From an optimization exercise on the open Yosys and OpenROAD flow, aimed at small area, a short achievable clock period and few clock cycles; shortcuts taken in it are not production practice. For this run, only the layout was checked, not whether the RTL still works. No activity file was given, so power comes from the tool's default toggle rates.

==> design/flow/design.v <==
module booth_mul(clk, rst, start, data_in, done, product);
  input clk, rst, start;
  input [31:0] data_in;
  output done;
  output [63:0] product;
  reg [31:0] M;              
  reg [31:0] Q;              
  reg [32:0] AS, AC;         
  reg [7:0] L1, L2;          
  reg [3:0] ONE, TWO, NEG;   
  reg [3:0] NG;              
  reg [1:0]  c;              
  reg        s_lm, s_lq, s_st, s_fin, s_dn;
  reg [1:0] cnt;
  assign done = s_dn;
  assign product = {AS[31:0], Q};
  wire idle = ~(s_lm | s_lq | s_st | s_fin);
  wire [8:0] nx = s_lq ? {data_in[7:0], 1'b0} : Q[15:7];
  wire nb0_2 = nx[2], nb0_1 = nx[1], nb0_0 = nx[0];
  wire nb1_2 = nx[4], nb1_1 = nx[3], nb1_0 = nx[2];
  wire nb2_2 = nx[6], nb2_1 = nx[5], nb2_0 = nx[4];
  wire nb3_2 = nx[8], nb3_1 = nx[7], nb3_0 = nx[6];
  wire [3:0] n_one = {nb3_1 ^ nb3_0, nb2_1 ^ nb2_0, nb1_1 ^ nb1_0, nb0_1 ^ nb0_0};
  wire [3:0] n_two = {(nb3_2 & ~nb3_1 & ~nb3_0) | (~nb3_2 & nb3_1 & nb3_0), (nb2_2 & ~nb2_1 & ~nb2_0) | (~nb2_2 & nb2_1 & nb2_0), (nb1_2 & ~nb1_1 & ~nb1_0) | (~nb1_2 & nb1_1 & nb1_0), (nb0_2 & ~nb0_1 & ~nb0_0) | (~nb0_2 & nb0_1 & nb0_0)};
  wire [3:0] n_neg = {nb3_2 & ~(nb3_1 & nb3_0), nb2_2 & ~(nb2_1 & nb2_0), nb1_2 & ~(nb1_1 & nb1_0), nb0_2 & ~(nb0_1 & nb0_0)};
  wire [32:0] x0 = {M[31], M} ^ {33{NEG[0]}};
  wire [33:0] pp0;
  assign pp0[32:0] = ({33{ONE[0]}} & x0) | ({33{TWO[0]}} & {x0[31:0], NEG[0]});
  assign pp0[33] = ~pp0[32];
  wire [32:0] x1 = {M[31], M} ^ {33{NEG[1]}};
  wire [33:0] pp1;
  assign pp1[32:0] = ({33{ONE[1]}} & x1) | ({33{TWO[1]}} & {x1[31:0], NEG[1]});
  assign pp1[33] = ~pp1[32];
  wire [32:0] x2 = {M[31], M} ^ {33{NEG[2]}};
  wire [33:0] pp2;
  assign pp2[32:0] = ({33{ONE[2]}} & x2) | ({33{TWO[2]}} & {x2[31:0], NEG[2]});
  assign pp2[33] = ~pp2[32];
  wire [32:0] x3 = {M[31], M} ^ {33{NEG[3]}};
  wire [33:0] pp3;
  assign pp3[32:0] = ({33{ONE[3]}} & x3) | ({33{TWO[3]}} & {x3[31:0], NEG[3]});
  assign pp3[33] = ~pp3[32];
  wire s1, k2, s3, k4, s5, k6, s7, k8, s9, k10, s11, k12, s13, k14, s15, k16, s17, k18, s19, k20, s21, k22, s23, k24, s25, k26, s27, k28, s29, k30, s31, k32, s33, k34, s35, k36, s37, k38, s39, k40, s41, k42, s43, k44, s45, k46, s47, k48, s49, k50, s51, k52, s53, k54, s55, k56, s57, k58, s59, k60, s61, k62, s63, k64, s65, k66, s67, k68, s69, k70, s71, k72, s73, k74, s75, k76, s77, k78, s79, k80, s81, k82, s83, k84, s85, k86, s87, k88, s89, k90, s91, k92, s93, k94, s95, k96, s97, k98, s99, k100, s101, k102, s103, k104, s105, k106, s107, k108, s109, k110, s111, k112, s113, k114, s115, k116, s117, k118, s119, k120, s121, k122, s123, k124, s125, k126, s127, k128, s129, k130, s131, k132, s133, k134, s135, k136, s137, k138, s139, k140, s141, k142, s143, k144, s145, k146, s147, k148, s149, k150, s151, k152, s153, k154, s155, k156, s157, k158, s159, k160, s161, k162, s163, k164, s165, k166, s167, k168, s169, k170, s171, k172, s173, k174, s175, k176, s177, k178, s179, k180, s181, k182, s183, k184, s185, k186, s187, k188, s189, k190, s191, k192, s193, k194, s195, k196, s197, k198, s199, k200, s201, k202, s203, k204, s205, k206, s207, k208, s209, k210, s211, k212, s213, k214, s215, k216, s217, k218, s219, k220, s221, k222, s223, k224, s225, k226, s227, k228, s229, k230, s231, k232, s233, k234, s235, k236, s237, k238, s239, k240, s241, k242, s243, k244, s245, k246, s247, k248, s249, k250, s251, k252, s253, k254, s255, k256, s257, k258;
  assign s1 = AS[4] ^ AC[4];
  assign k2 = AS[4] & AC[4];
  assign s3 = AS[5] ^ AC[5] ^ pp0[5];
  assign k4 = (AS[5] & AC[5]) | (AS[5] & pp0[5]) | (AC[5] & pp0[5]);
  assign s5 = AS[6] ^ AC[6] ^ pp0[6];
  assign k6 = (AS[6] & AC[6]) | (AS[6] & pp0[6]) | (AC[6] & pp0[6]);
  assign s7 = pp1[4] ^ pp2[2];
  assign k8 = pp1[4] & pp2[2];
  assign s9 = AS[7] ^ AC[7] ^ pp0[7];
  assign k10 = (AS[7] & AC[7]) | (AS[7] & pp0[7]) | (AC[7] & pp0[7]);
  assign s11 = pp1[5] ^ pp2[3] ^ pp3[1];
  assign k12 = (pp1[5] & pp2[3]) | (pp1[5] & pp3[1]) | (pp2[3] & pp3[1]);
  assign s13 = AS[8] ^ AC[8] ^ pp0[8];
  assign k14 = (AS[8] & AC[8]) | (AS[8] & pp0[8]) | (AC[8] & pp0[8]);
  assign s15 = pp1[6] ^ pp2[4] ^ pp3[2];
  assign k16 = (pp1[6] & pp2[4]) | (pp1[6] & pp3[2]) | (pp2[4] & pp3[2]);
  assign s17 = AS[9] ^ AC[9] ^ pp0[9];
  assign k18 = (AS[9] & AC[9]) | (AS[9] & pp0[9]) | (AC[9] & pp0[9]);
  assign s19 = pp1[7] ^ pp2[5] ^ pp3[3];
  assign k20 = (pp1[7] & pp2[5]) | (pp1[7] & pp3[3]) | (pp2[5] & pp3[3]);
  assign s21 = AS[10] ^ AC[10] ^ pp0[10];
  assign k22 = (AS[10] & AC[10]) | (AS[10] & pp0[10]) | (AC[10] & pp0[10]);
  assign s23 = pp1[8] ^ pp2[6] ^ pp3[4];
  assign k24 = (pp1[8] & pp2[6]) | (pp1[8] & pp3[4]) | (pp2[6] & pp3[4]);
  assign s25 = AS[11] ^ AC[11] ^ pp0[11];
  assign k26 = (AS[11] & AC[11]) | (AS[11] & pp0[11]) | (AC[11] & pp0[11]);
  assign s27 = pp1[9] ^ pp2[7] ^ pp3[5];
  assign k28 = (pp1[9] & pp2[7]) | (pp1[9] & pp3[5]) | (pp2[7] & pp3[5]);
  assign s29 = AS[12] ^ AC[12] ^ pp0[12];
  assign k30 = (AS[12] & AC[12]) | (AS[12] & pp0[12]) | (AC[12] & pp0[12]);
  assign s31 = pp1[10] ^ pp2[8] ^ pp3[6];
  assign k32 = (pp1[10] & pp2[8]) | (pp1[10] & pp3[6]) | (pp2[8] & pp3[6]);
  assign s33 = AS[13] ^ AC[13] ^ pp0[13];
  assign k34 = (AS[13] & AC[13]) | (AS[13] & pp0[13]) | (AC[13] & pp0[13]);
  assign s35 = pp1[11] ^ pp2[9] ^ pp3[7];
  assign k36 = (pp1[11] & pp2[9]) | (pp1[11] & pp3[7]) | (pp2[9] & pp3[7]);
  assign s37 = AS[14] ^ AC[14] ^ pp0[14];
  assign k38 = (AS[14] & AC[14]) | (AS[14] & pp0[14]) | (AC[14] & pp0[14]);
  assign s39 = pp1[12] ^ pp2[10] ^ pp3[8];
  assign k40 = (pp1[12] & pp2[10]) | (pp1[12] & pp3[8]) | (pp2[10] & pp3[8]);
  assign s41 = AS[15] ^ AC[15] ^ pp0[15];
  assign k42 = (AS[15] & AC[15]) | (AS[15] & pp0[15]) | (AC[15] & pp0[15]);
  assign s43 = pp1[13] ^ pp2[11] ^ pp3[9];
  assign k44 = (pp1[13] & pp2[11]) | (pp1[13] & pp3[9]) | (pp2[11] & pp3[9]);
  assign s45 = AS[16] ^ AC[16] ^ pp0[16];
  assign k46 = (AS[16] & AC[16]) | (AS[16] & pp0[16]) | (AC[16] & pp0[16]);
  assign s47 = pp1[14] ^ pp2[12] ^ pp3[10];
  assign k48 = (pp1[14] & pp2[12]) | (pp1[14] & pp3[10]) | (pp2[12] & pp3[10]);
  assign s49 = AS[17] ^ AC[17] ^ pp0[17];
  assign k50 = (AS[17] & AC[17]) | (AS[17] & pp0[17]) | (AC[17] & pp0[17]);
  assign s51 = pp1[15] ^ pp2[13] ^ pp3[11];
  assign k52 = (pp1[15] & pp2[13]) | (pp1[15] & pp3[11]) | (pp2[13] & pp3[11]);
  assign s53 = AS[18] ^ AC[18] ^ pp0[18];
  assign k54 = (AS[18] & AC[18]) | (AS[18] & pp0[18]) | (AC[18] & pp0[18]);
  assign s55 = pp1[16] ^ pp2[14] ^ pp3[12];
  assign k56 = (pp1[16] & pp2[14]) | (pp1[16] & pp3[12]) | (pp2[14] & pp3[12]);
  assign s57 = AS[19] ^ AC[19] ^ pp0[19];
  assign k58 = (AS[19] & AC[19]) | (AS[19] & pp0[19]) | (AC[19] & pp0[19]);
  assign s59 = pp1[17] ^ pp2[15] ^ pp3[13];
  assign k60 = (pp1[17] & pp2[15]) | (pp1[17] & pp3[13]) | (pp2[15] & pp3[13]);
  assign s61 = AS[20] ^ AC[20] ^ pp0[20];
  assign k62 = (AS[20] & AC[20]) | (AS[20] & pp0[20]) | (AC[20] & pp0[20]);
  assign s63 = pp1[18] ^ pp2[16] ^ pp3[14];
  assign k64 = (pp1[18] & pp2[16]) | (pp1[18] & pp3[14]) | (pp2[16] & pp3[14]);
  assign s65 = AS[21] ^ AC[21] ^ pp0[21];
  assign k66 = (AS[21] & AC[21]) | (AS[21] & pp0[21]) | (AC[21] & pp0[21]);
  assign s67 = pp1[19] ^ pp2[17] ^ pp3[15];
  assign k68 = (pp1[19] & pp2[17]) | (pp1[19] & pp3[15]) | (pp2[17] & pp3[15]);
  assign s69 = AS[22] ^ AC[22] ^ pp0[22];
  assign k70 = (AS[22] & AC[22]) | (AS[22] & pp0[22]) | (AC[22] & pp0[22]);
  assign s71 = pp1[20] ^ pp2[18] ^ pp3[16];
  assign k72 = (pp1[20] & pp2[18]) | (pp1[20] & pp3[16]) | (pp2[18] & pp3[16]);
  assign s73 = AS[23] ^ AC[23] ^ pp0[23];
  assign k74 = (AS[23] & AC[23]) | (AS[23] & pp0[23]) | (AC[23] & pp0[23]);
  assign s75 = pp1[21] ^ pp2[19] ^ pp3[17];
  assign k76 = (pp1[21] & pp2[19]) | (pp1[21] & pp3[17]) | (pp2[19] & pp3[17]);
  assign s77 = AS[24] ^ AC[24] ^ pp0[24];
  assign k78 = (AS[24] & AC[24]) | (AS[24] & pp0[24]) | (AC[24] & pp0[24]);
  assign s79 = pp1[22] ^ pp2[20] ^ pp3[18];
  assign k80 = (pp1[22] & pp2[20]) | (pp1[22] & pp3[18]) | (pp2[20] & pp3[18]);
  assign s81 = AS[25] ^ AC[25] ^ pp0[25];
  assign k82 = (AS[25] & AC[25]) | (AS[25] & pp0[25]) | (AC[25] & pp0[25]);
  assign s83 = pp1[23] ^ pp2[21] ^ pp3[19];
  assign k84 = (pp1[23] & pp2[21]) | (pp1[23] & pp3[19]) | (pp2[21] & pp3[19]);
  assign s85 = AS[26] ^ AC[26] ^ pp0[26];
  assign k86 = (AS[26] & AC[26]) | (AS[26] & pp0[26]) | (AC[26] & pp0[26]);
  assign s87 = pp1[24] ^ pp2[22] ^ pp3[20];
  assign k88 = (pp1[24] & pp2[22]) | (pp1[24] & pp3[20]) | (pp2[22] & pp3[20]);
  assign s89 = AS[27] ^ AC[27] ^ pp0[27];
  assign k90 = (AS[27] & AC[27]) | (AS[27] & pp0[27]) | (AC[27] & pp0[27]);
  assign s91 = pp1[25] ^ pp2[23] ^ pp3[21];
  assign k92 = (pp1[25] & pp2[23]) | (pp1[25] & pp3[21]) | (pp2[23] & pp3[21]);
  assign s93 = AS[28] ^ AC[28] ^ pp0[28];
  assign k94 = (AS[28] & AC[28]) | (AS[28] & pp0[28]) | (AC[28] & pp0[28]);
  assign s95 = pp1[26] ^ pp2[24] ^ pp3[22];
  assign k96 = (pp1[26] & pp2[24]) | (pp1[26] & pp3[22]) | (pp2[24] & pp3[22]);
  assign s97 = AS[29] ^ AC[29] ^ pp0[29];
  assign k98 = (AS[29] & AC[29]) | (AS[29] & pp0[29]) | (AC[29] & pp0[29]);
  assign s99 = pp1[27] ^ pp2[25] ^ pp3[23];
  assign k100 = (pp1[27] & pp2[25]) | (pp1[27] & pp3[23]) | (pp2[25] & pp3[23]);
  assign s101 = AS[30] ^ AC[30] ^ pp0[30];
  assign k102 = (AS[30] & AC[30]) | (AS[30] & pp0[30]) | (AC[30] & pp0[30]);
  assign s103 = pp1[28] ^ pp2[26] ^ pp3[24];
  assign k104 = (pp1[28] & pp2[26]) | (pp1[28] & pp3[24]) | (pp2[26] & pp3[24]);
  assign s105 = AS[31] ^ pp0[31] ^ pp1[29];
  assign k106 = (AS[31] & pp0[31]) | (AS[31] & pp1[29]) | (pp0[31] & pp1[29]);
  assign s107 = pp2[27] ^ pp3[25];
  assign k108 = pp2[27] & pp3[25];
  assign s109 = AS[32] ^ pp0[32] ^ pp1[30];
  assign k110 = (AS[32] & pp0[32]) | (AS[32] & pp1[30]) | (pp0[32] & pp1[30]);
  assign s111 = pp2[28] ^ pp3[26];
  assign k112 = pp2[28] & pp3[26];
  assign s113 = pp0[33] ^ pp1[31] ^ pp2[29];
  assign k114 = (pp0[33] & pp1[31]) | (pp0[33] & pp2[29]) | (pp1[31] & pp2[29]);
  assign s115 = AS[2] ^ AC[2];
  assign k116 = AS[2] & AC[2];
  assign s117 = AS[3] ^ AC[3] ^ pp0[3];
  assign k118 = (AS[3] & AC[3]) | (AS[3] & pp0[3]) | (AC[3] & pp0[3]);
  assign s119 = pp0[4] ^ pp1[2] ^ pp2[0];
  assign k120 = (pp0[4] & pp1[2]) | (pp0[4] & pp2[0]) | (pp1[2] & pp2[0]);
  assign s121 = pp1[3] ^ pp2[1] ^ s3;
  assign k122 = (pp1[3] & pp2[1]) | (pp1[3] & s3) | (pp2[1] & s3);
  assign s123 = pp3[0] ^ s5 ^ s7;
  assign k124 = (pp3[0] & s5) | (pp3[0] & s7) | (s5 & s7);
  assign s125 = s9 ^ s11 ^ k6;
  assign k126 = (s9 & s11) | (s9 & k6) | (s11 & k6);
  assign s127 = s13 ^ s15 ^ k10;
  assign k128 = (s13 & s15) | (s13 & k10) | (s15 & k10);
  assign s129 = s17 ^ s19 ^ k14;
  assign k130 = (s17 & s19) | (s17 & k14) | (s19 & k14);
  assign s131 = s21 ^ s23 ^ k18;
  assign k132 = (s21 & s23) | (s21 & k18) | (s23 & k18);
  assign s133 = s25 ^ s27 ^ k22;
  assign k134 = (s25 & s27) | (s25 & k22) | (s27 & k22);
  assign s135 = s29 ^ s31 ^ k26;
  assign k136 = (s29 & s31) | (s29 & k26) | (s31 & k26);
  assign s137 = s33 ^ s35 ^ k30;
  assign k138 = (s33 & s35) | (s33 & k30) | (s35 & k30);
  assign s139 = s37 ^ s39 ^ k34;
  assign k140 = (s37 & s39) | (s37 & k34) | (s39 & k34);
  assign s141 = s41 ^ s43 ^ k38;
  assign k142 = (s41 & s43) | (s41 & k38) | (s43 & k38);
  assign s143 = s45 ^ s47 ^ k42;
  assign k144 = (s45 & s47) | (s45 & k42) | (s47 & k42);
  assign s145 = s49 ^ s51 ^ k46;
  assign k146 = (s49 & s51) | (s49 & k46) | (s51 & k46);
  assign s147 = s53 ^ s55 ^ k50;
  assign k148 = (s53 & s55) | (s53 & k50) | (s55 & k50);
  assign s149 = s57 ^ s59 ^ k54;
  assign k150 = (s57 & s59) | (s57 & k54) | (s59 & k54);
  assign s151 = s61 ^ s63 ^ k58;
  assign k152 = (s61 & s63) | (s61 & k58) | (s63 & k58);
  assign s153 = s65 ^ s67 ^ k62;
  assign k154 = (s65 & s67) | (s65 & k62) | (s67 & k62);
  assign s155 = s69 ^ s71 ^ k66;
  assign k156 = (s69 & s71) | (s69 & k66) | (s71 & k66);
  assign s157 = s73 ^ s75 ^ k70;
  assign k158 = (s73 & s75) | (s73 & k70) | (s75 & k70);
  assign s159 = s77 ^ s79 ^ k74;
  assign k160 = (s77 & s79) | (s77 & k74) | (s79 & k74);
  assign s161 = s81 ^ s83 ^ k78;
  assign k162 = (s81 & s83) | (s81 & k78) | (s83 & k78);
  assign s163 = s85 ^ s87 ^ k82;
  assign k164 = (s85 & s87) | (s85 & k82) | (s87 & k82);
  assign s165 = s89 ^ s91 ^ k86;
  assign k166 = (s89 & s91) | (s89 & k86) | (s91 & k86);
  assign s167 = s93 ^ s95 ^ k90;
  assign k168 = (s93 & s95) | (s93 & k90) | (s95 & k90);
  assign s169 = s97 ^ s99 ^ k94;
  assign k170 = (s97 & s99) | (s97 & k94) | (s99 & k94);
  assign s171 = s101 ^ s103 ^ k98;
  assign k172 = (s101 & s103) | (s101 & k98) | (s103 & k98);
  assign s173 = s105 ^ s107 ^ k102;
  assign k174 = (s105 & s107) | (s105 & k102) | (s107 & k102);
  assign s175 = s109 ^ s111 ^ k106;
  assign k176 = (s109 & s111) | (s109 & k106) | (s111 & k106);
  assign s177 = pp3[27] ^ s113 ^ k110;
  assign k178 = (pp3[27] & s113) | (pp3[27] & k110) | (s113 & k110);
  assign s179 = pp1[32] ^ pp2[30] ^ pp3[28];
  assign k180 = (pp1[32] & pp2[30]) | (pp1[32] & pp3[28]) | (pp2[30] & pp3[28]);
  assign s181 = pp1[33] ^ pp2[31];
  assign k182 = pp1[33] & pp2[31];
  assign s183 = AS[0] ^ AC[0];
  assign k184 = AS[0] & AC[0];
  assign s185 = AS[1] ^ AC[1] ^ pp0[1];
  assign k186 = (AS[1] & AC[1]) | (AS[1] & pp0[1]) | (AC[1] & pp0[1]);
  assign s187 = pp0[2] ^ pp1[0] ^ s115;
  assign k188 = (pp0[2] & pp1[0]) | (pp0[2] & s115) | (pp1[0] & s115);
  assign s189 = pp1[1] ^ s117 ^ k116;
  assign k190 = (pp1[1] & s117) | (pp1[1] & k116) | (s117 & k116);
  assign s191 = s1 ^ s119 ^ k118;
  assign k192 = (s1 & s119) | (s1 & k118) | (s119 & k118);
  assign s193 = k2 ^ s121 ^ k120;
  assign k194 = (k2 & s121) | (k2 & k120) | (s121 & k120);
  assign s195 = k4 ^ s123 ^ k122;
  assign k196 = (k4 & s123) | (k4 & k122) | (s123 & k122);
  assign s197 = k8 ^ s125 ^ k124;
  assign k198 = (k8 & s125) | (k8 & k124) | (s125 & k124);
  assign s199 = k12 ^ s127 ^ k126;
  assign k200 = (k12 & s127) | (k12 & k126) | (s127 & k126);
  assign s201 = k16 ^ s129 ^ k128;
  assign k202 = (k16 & s129) | (k16 & k128) | (s129 & k128);
  assign s203 = k20 ^ s131 ^ k130;
  assign k204 = (k20 & s131) | (k20 & k130) | (s131 & k130);
  assign s205 = k24 ^ s133 ^ k132;
  assign k206 = (k24 & s133) | (k24 & k132) | (s133 & k132);
  assign s207 = k28 ^ s135 ^ k134;
  assign k208 = (k28 & s135) | (k28 & k134) | (s135 & k134);
  assign s209 = k32 ^ s137 ^ k136;
  assign k210 = (k32 & s137) | (k32 & k136) | (s137 & k136);
  assign s211 = k36 ^ s139 ^ k138;
  assign k212 = (k36 & s139) | (k36 & k138) | (s139 & k138);
  assign s213 = k40 ^ s141 ^ k140;
  assign k214 = (k40 & s141) | (k40 & k140) | (s141 & k140);
  assign s215 = k44 ^ s143 ^ k142;
  assign k216 = (k44 & s143) | (k44 & k142) | (s143 & k142);
  assign s217 = k48 ^ s145 ^ k144;
  assign k218 = (k48 & s145) | (k48 & k144) | (s145 & k144);
  assign s219 = k52 ^ s147 ^ k146;
  assign k220 = (k52 & s147) | (k52 & k146) | (s147 & k146);
  assign s221 = k56 ^ s149 ^ k148;
  assign k222 = (k56 & s149) | (k56 & k148) | (s149 & k148);
  assign s223 = k60 ^ s151 ^ k150;
  assign k224 = (k60 & s151) | (k60 & k150) | (s151 & k150);
  assign s225 = k64 ^ s153 ^ k152;
  assign k226 = (k64 & s153) | (k64 & k152) | (s153 & k152);
  assign s227 = k68 ^ s155 ^ k154;
  assign k228 = (k68 & s155) | (k68 & k154) | (s155 & k154);
  assign s229 = k72 ^ s157 ^ k156;
  assign k230 = (k72 & s157) | (k72 & k156) | (s157 & k156);
  assign s231 = k76 ^ s159 ^ k158;
  assign k232 = (k76 & s159) | (k76 & k158) | (s159 & k158);
  assign s233 = k80 ^ s161 ^ k160;
  assign k234 = (k80 & s161) | (k80 & k160) | (s161 & k160);
  assign s235 = k84 ^ s163 ^ k162;
  assign k236 = (k84 & s163) | (k84 & k162) | (s163 & k162);
  assign s237 = k88 ^ s165 ^ k164;
  assign k238 = (k88 & s165) | (k88 & k164) | (s165 & k164);
  assign s239 = k92 ^ s167 ^ k166;
  assign k240 = (k92 & s167) | (k92 & k166) | (s167 & k166);
  assign s241 = k96 ^ s169 ^ k168;
  assign k242 = (k96 & s169) | (k96 & k168) | (s169 & k168);
  assign s243 = k100 ^ s171 ^ k170;
  assign k244 = (k100 & s171) | (k100 & k170) | (s171 & k170);
  assign s245 = k104 ^ s173 ^ k172;
  assign k246 = (k104 & s173) | (k104 & k172) | (s173 & k172);
  assign s247 = k108 ^ s175 ^ k174;
  assign k248 = (k108 & s175) | (k108 & k174) | (s175 & k174);
  assign s249 = k112 ^ s177 ^ k176;
  assign k250 = (k112 & s177) | (k112 & k176) | (s177 & k176);
  assign s251 = k114 ^ s179 ^ k178;
  assign k252 = (k114 & s179) | (k114 & k178) | (s179 & k178);
  assign s253 = pp3[29] ^ s181 ^ k180;
  assign k254 = (pp3[29] & s181) | (pp3[29] & k180) | (s181 & k180);
  assign s255 = pp2[32] ^ pp3[30] ^ k182;
  assign k256 = (pp2[32] & pp3[30]) | (pp2[32] & k182) | (pp3[30] & k182);
  assign s257 = pp2[33] ^ pp3[31];
  assign k258 = pp2[33] & pp3[31];
  wire [7:0] t_l1 = {s197, s195, s193, s191, s189, s187, s185, pp0[0]};
  wire [7:0] t_l2 = {k196, k194, k192, k190, k188, k186, k184, s183};
  wire [32:0] t_h1 = {1'b0, pp3[33], pp3[32], s257, s255, s253, s251, s249, s247, s245, s243, s241, s239, s237, s235, s233, s231, s229, s227, s225, s223, s221, s219, s217, s215, s213, s211, s209, s207, s205, s203, s201, s199};
  wire [32:0] t_h2 = {1'b0, 1'b0, k258, k256, k254, k252, k250, k248, k246, k244, k242, k240, k238, k236, k234, k232, k230, k228, k226, k224, k222, k220, k218, k216, k214, k212, k210, k208, k206, k204, k202, k200, k198};
  wire [7:0] ngp = {1'b0, NG[3], 1'b0, NG[2], 1'b0, NG[1], c[1], NG[0]};
  wire [9:0] lo = L1 + L2 + ngp + {9'd0, c[0]};
  localparam [31:0] KOFF = 32'h55555556;
  wire [39:0] fa_a = {AS[31:0], L1};
  wire [39:0] fa_b = {AC[31:0], L2};
  wire [39:0] fa_k = {KOFF, ngp};
  wire [39:0] f_s = fa_a ^ fa_b ^ fa_k;
  wire [39:0] f_c = (fa_a & fa_b) | (fa_a & fa_k) | (fa_b & fa_k);
  wire [39:0] fin = f_s + {f_c[38:0], 1'b0} + {39'd0, c[0]};
  always @(posedge clk) begin
    if (rst) begin
      s_lm <= 1'b0; s_lq <= 1'b0; s_st <= 1'b0; s_fin <= 1'b0; s_dn <= 1'b0;
    end else begin
      s_lm <= idle & start;
      s_lq <= s_lm;
      s_st <= s_lq | (s_st & (cnt != 2'd3));
      s_fin <= s_st & (cnt == 2'd3);
      if (idle & start) s_dn <= 1'b0;
      else if (s_fin) s_dn <= 1'b1;
    end
  end
  always @(posedge clk) begin
    if (s_lq) cnt <= 2'd0;
    else if (s_st) cnt <= cnt + 2'd1;
  end
  always @(posedge clk) begin
    if (s_lm) M <= data_in;
  end
  always @(posedge clk) begin
    ONE <= n_one; TWO <= n_two; NEG <= n_neg;
    NG <= s_st ? NEG : 4'd0;
    L1 <= s_st ? t_l1 : 8'd0;
    L2 <= s_st ? t_l2 : 8'd0;
    AC <= s_st ? t_h2 : 33'd0;
    c <= s_st ? lo[9:8] : 2'd0;
  end
  always @(posedge clk) begin
    if (s_lq) Q <= data_in;
    else if (s_st | s_fin) Q <= {lo[7:0], Q[31:8]};
  end
  always @(posedge clk) begin
    if (s_lq) AS <= 33'd0;
    else if (s_st) AS <= t_h1;
    else if (s_fin) AS <= {1'b0, fin[39:8]};
  end
endmodule
==> design/flow/run.sh <==
#!/bin/bash
# synth_recipe.tcl (not shown) runs the flow's synth.tcl, then flattens the netlist and writes it again
# the make line also repeats each setting of config.mk as NAME=value (left out here)
make -C /OpenROAD-flow-scripts/flow DESIGN_CONFIG=/design/flow/config.mk WORK_HOME=/design/flow/orfs CLKGATE_MAP_FILE= SYNTH_SCRIPT=/design/flow/synth_recipe.tcl finish
==> design/flow/config.mk <==
export PLATFORM = sky130hd
export DESIGN_NAME = booth_mul
export DESIGN_NICKNAME = booth_mul
export VERILOG_FILES = /design/flow/design.v
export SDC_FILE = /design/flow/constraint.sdc
export NUM_CORES = 4
export LEC_CHECK = 0
export CAP_MARGIN = 20
export CORE_MARGIN = 2
export CORE_UTILIZATION = 40
export PLACE_DENSITY = 0.6
export SLEW_MARGIN = 20
==> design/flow/constraint.sdc <==
create_clock -name core_clock -period 5.0 [get_ports {clk}]
set_input_delay 1.0000 -clock core_clock [delete_from_list [all_inputs] [get_ports {clk}]]
set_output_delay 1.0000 -clock core_clock [all_outputs]
set_load 0.01 [all_outputs]
==> impl_metrics.tcl <==
set metrics [dict create \
    worstPathRequired_ns 5.32 \
    cts_hold_buf 0 \
    hold_class "reg -> reg" \
    num_vias 11732 \
    overflow 0 \
    top_layer "met4" \
    setup_tns_ns 0 \
    p_total_w 0.00846 \
    dp_hpwl_mm 32.4 \
    antenna_found_initial 0 \
    synthFlopType "dfxtp_1" \
    grt_use_total_pct 22.6 \
    synthesis.area_um2 14800 \
    grt_pass1_wl_mm 67.6 \
    htree_num_levels 4 \
    row_count 70 \
    fin_worst_skew_ns 0.0158 \
    first_pass_iters 7 \
    static-leakage-power_nw 7.00 \
    die-width_um 196 \
    cts_buffers 17 \
    place_congestion 0.881 \
    maxSlewHeadroom_pct 27.1 \
    period_needed_ns 3.83 \
    routedWlPerCell_um 20.9 \
    synthesis.nets 1810 \
    slew_viol_final 0 \
    die_h_um 196 \
    setup_viol 0 \
    die_area_um2 38600 \
    finalNetCount 1805 \
    postCtsSetupBuffers 0 \
    yosysTopAreaCellShare_pct 17.2 \
    rsz0062_at_grt "false" \
    synth_cell_type_count 73 \
    ios 100 \
    cts_tree "yes" \
    wl_met1_mm 20.4 \
    ys_top_cells_by_count "212 x inv_1, 127 x fa_1, 104 x dfxtp_1" \
    wirelength_mm 42.6 \
    avgViaCountPerCell 5.77 \
    ys_seq_elements 168 \
    ctsResizeCount 0 \
    synth_top_area_cell "fa_1" \
    postRouteAntennaNets 0 \
    worst_slew_pin_slew_ns 1.09 \
    critPathLaunchType "register" \
    synth.area.top_cells "fa_1 17%, dfxtp_1 14%, edfxtp_1 13%" \
    cts.sinks 168 \
    yosysMostFrequentCell "inv_1" \
    drtIter0Drc 1185 \
    yosysWarnings 1 \
    synth_edf_count 64 \
    max_freq_mhz 261 \
    syn_inst 1557 \
    insertion_delay_ns 0.45 \
    vdd_drop_max_mv 0.206 \
    route.met2.wl_mm 19.0 \
    start_util_pct 40.5 \
    wl_met3_mm 2.64 \
    seq_area_frac_synth_pct 27.1 \
    power_density_nw_per_um2 510 \
    drive_gt1_share_pct 5.75 \
    worst_setup_path_end_kind "register" \
    syn2layout_area_growth_pct 12.0 \
    drcViolationCount 0 \
    cts_buffer_depth 2 \
    period_share_pct 76.5 \
    n_fill_cell 3442 \
    utilization_pct 45.4 \
    cts.reportedPaths.clkPinSlew_ns 0.08 \
    async_flop_share_pct 0 \
    crit_type "reg -> reg" \
    grt_pass1_vias 11545 \
    antenna_cells 0 \
    arrival_ns 4.14 \
    portBuffers 99 \
    hold_viol 0 \
    core_area_um2 36500 \
    crit_fanout 34 \
    grt_start_max_net_pins 67 \
    status "no timing/DRC/antenna violations" \
    cts_root_buffer "clkbuf_16" \
    avgSynthCellArea_um2 9.51 \
    maxCapViolCount 0 \
]
-- sequential cells by signal, summed over array words and instances, names as in the netlist, 2 cells and up --
name and count:
L2 8, AS 32, NEG 4, M 32, AC 31, Q 32, c 2, NG 4
cnt 2, ONE 4, L1 8, TWO 4
-- routing by layer --
layer	vias up	global-route usage [%]
met4	0	4.97
met5	-	0
met1	5812	33.5
li1	5435	-
met3	35	3.46
met2	450	34.8
-- power by group --
part | internal (W) | switching, W | leakage, nW | total [W]
Clock | 0.000769 | 0.000666 | 0.308 | 0.00143
Combinational | 0.00212 | 0.00298 | 5.24 | 0.00510
Sequential | 0.00163 | 0.000292 | 1.45 | 0.00193
-- cell type report --
type                            instances  area [um2]  share of cell area (%)
Clock buffer                           17         425                    2.57
Clock inverter                         15         204                    1.23
Inverter                              213         800                    4.82
Timing Repair Buffer                  114        1100                    6.66
Sequential cell                       168        4020                    24.2
Tap cell                              468         586                    3.53
Multi-Input combinational cell       1038        9440                    56.9
-- cell families after synthesis --
family          count (synthesis)  synth area share, %
compound gates                394                 20.7
flops                         168                 27.1
fa+ha+maj                     218                 24.9
mux                            40                 2.88
simple gates                  286                 9.43
buf+inv                       351                 9.19
xor+xnor                      100                 5.92
-- path summary, 6_finish.rpt --
path / start / endpoint / slack (ns) / cells after the start
hold / removal: cnt[1]$_SDFFE_PP0P_ / cnt[1]$_SDFFE_PP0P_ / 0.50 / 2
setup reg to reg: ONE[1]$_DFF_P_ / AS[9]$_SDFFE_PP0P_ / 1.17 / 10
hold reg to reg: cnt[1]$_SDFFE_PP0P_ / cnt[1]$_SDFFE_PP0P_ / 0.50 / 2
setup / recovery: ONE[1]$_DFF_P_ / AS[9]$_SDFFE_PP0P_ / 1.17 / 10
-- through the flow --
step	hold slack [ns]	setup WS (ns)	instance area, um2	cells
floorplan	0.465	1.65	14800	1557
global placement	0.479	1.26	15900	2001
detailed placement	0.497	1.25	15900	2001
CTS	0.514	1.26	16600	2033
global route	0.554	0.997	16600	2033
finish	0.503	1.17	16600	2033
-- placed cells by master (no fill, tap or decap), drive strengths merged, types with 7 or more instances in the layout --
master / instances
o221a: 9
ha: 91
a211oi: 7
mux2: 21
a21oi: 60
nor2b: 18
o21bai: 8
xor2: 77
edfxtp: 64
nor2: 56
buf: 15
nand4: 12
and2: 49
o21ai: 33
a22oi: 63
a22o: 8
nor3: 15
o21a: 8
dfxtp: 104
o22ai: 9
a221o: 54
nand2: 100
fa: 127
xnor2: 23
mux2i: 19
a21o: 25
inv: 219
nand3: 9
clkbuf: 17
o221ai: 54
clkinv: 7
clkdlybuf4s50: 99
a31oi: 7
a221oi: 14
-- worst max-delay path, stage by stage, from the launching register on --
cell,delay [ns]
dfxtp_1,0.31
buf_4,0.34
inv_1,0.57
o221ai_1,0.36
nand2_1,0.15
fa_1,0.56
fa_1,0.53
inv_1,0.06
fa_1,0.44
a221oi_1,0.29
nor2_1,0.06

[what the ideal ports hide]
How much do the figures lean on ideal ports? The routed layout below was timed once more, with nothing changed but the port constraints. Step 1: set_driving_cell puts a clkbuf_16 on clk and a buf_2 on each other input, an assumption about the parent block. Step 2, shift: input delay + t, output delay - t, t = (earliest + latest rising clock arrival at the registers) / 2. This alone moves slack from input paths to output paths. Slacks: ideal / step 1 / step 2; pairs: ideal / step 1.
t, ns: 0.496
setup slack, ns: 1.175 / 1.175 / 1.175
worst hold slack (ns): 0.503 / 0.503 / 0.503
worst slew at a driven data input, ns: 0.05
After both steps setup and hold are still met in this run. For this run, drivers alone change the setup slack by 0.000 ns; drivers and shift together by 0.000 ns.
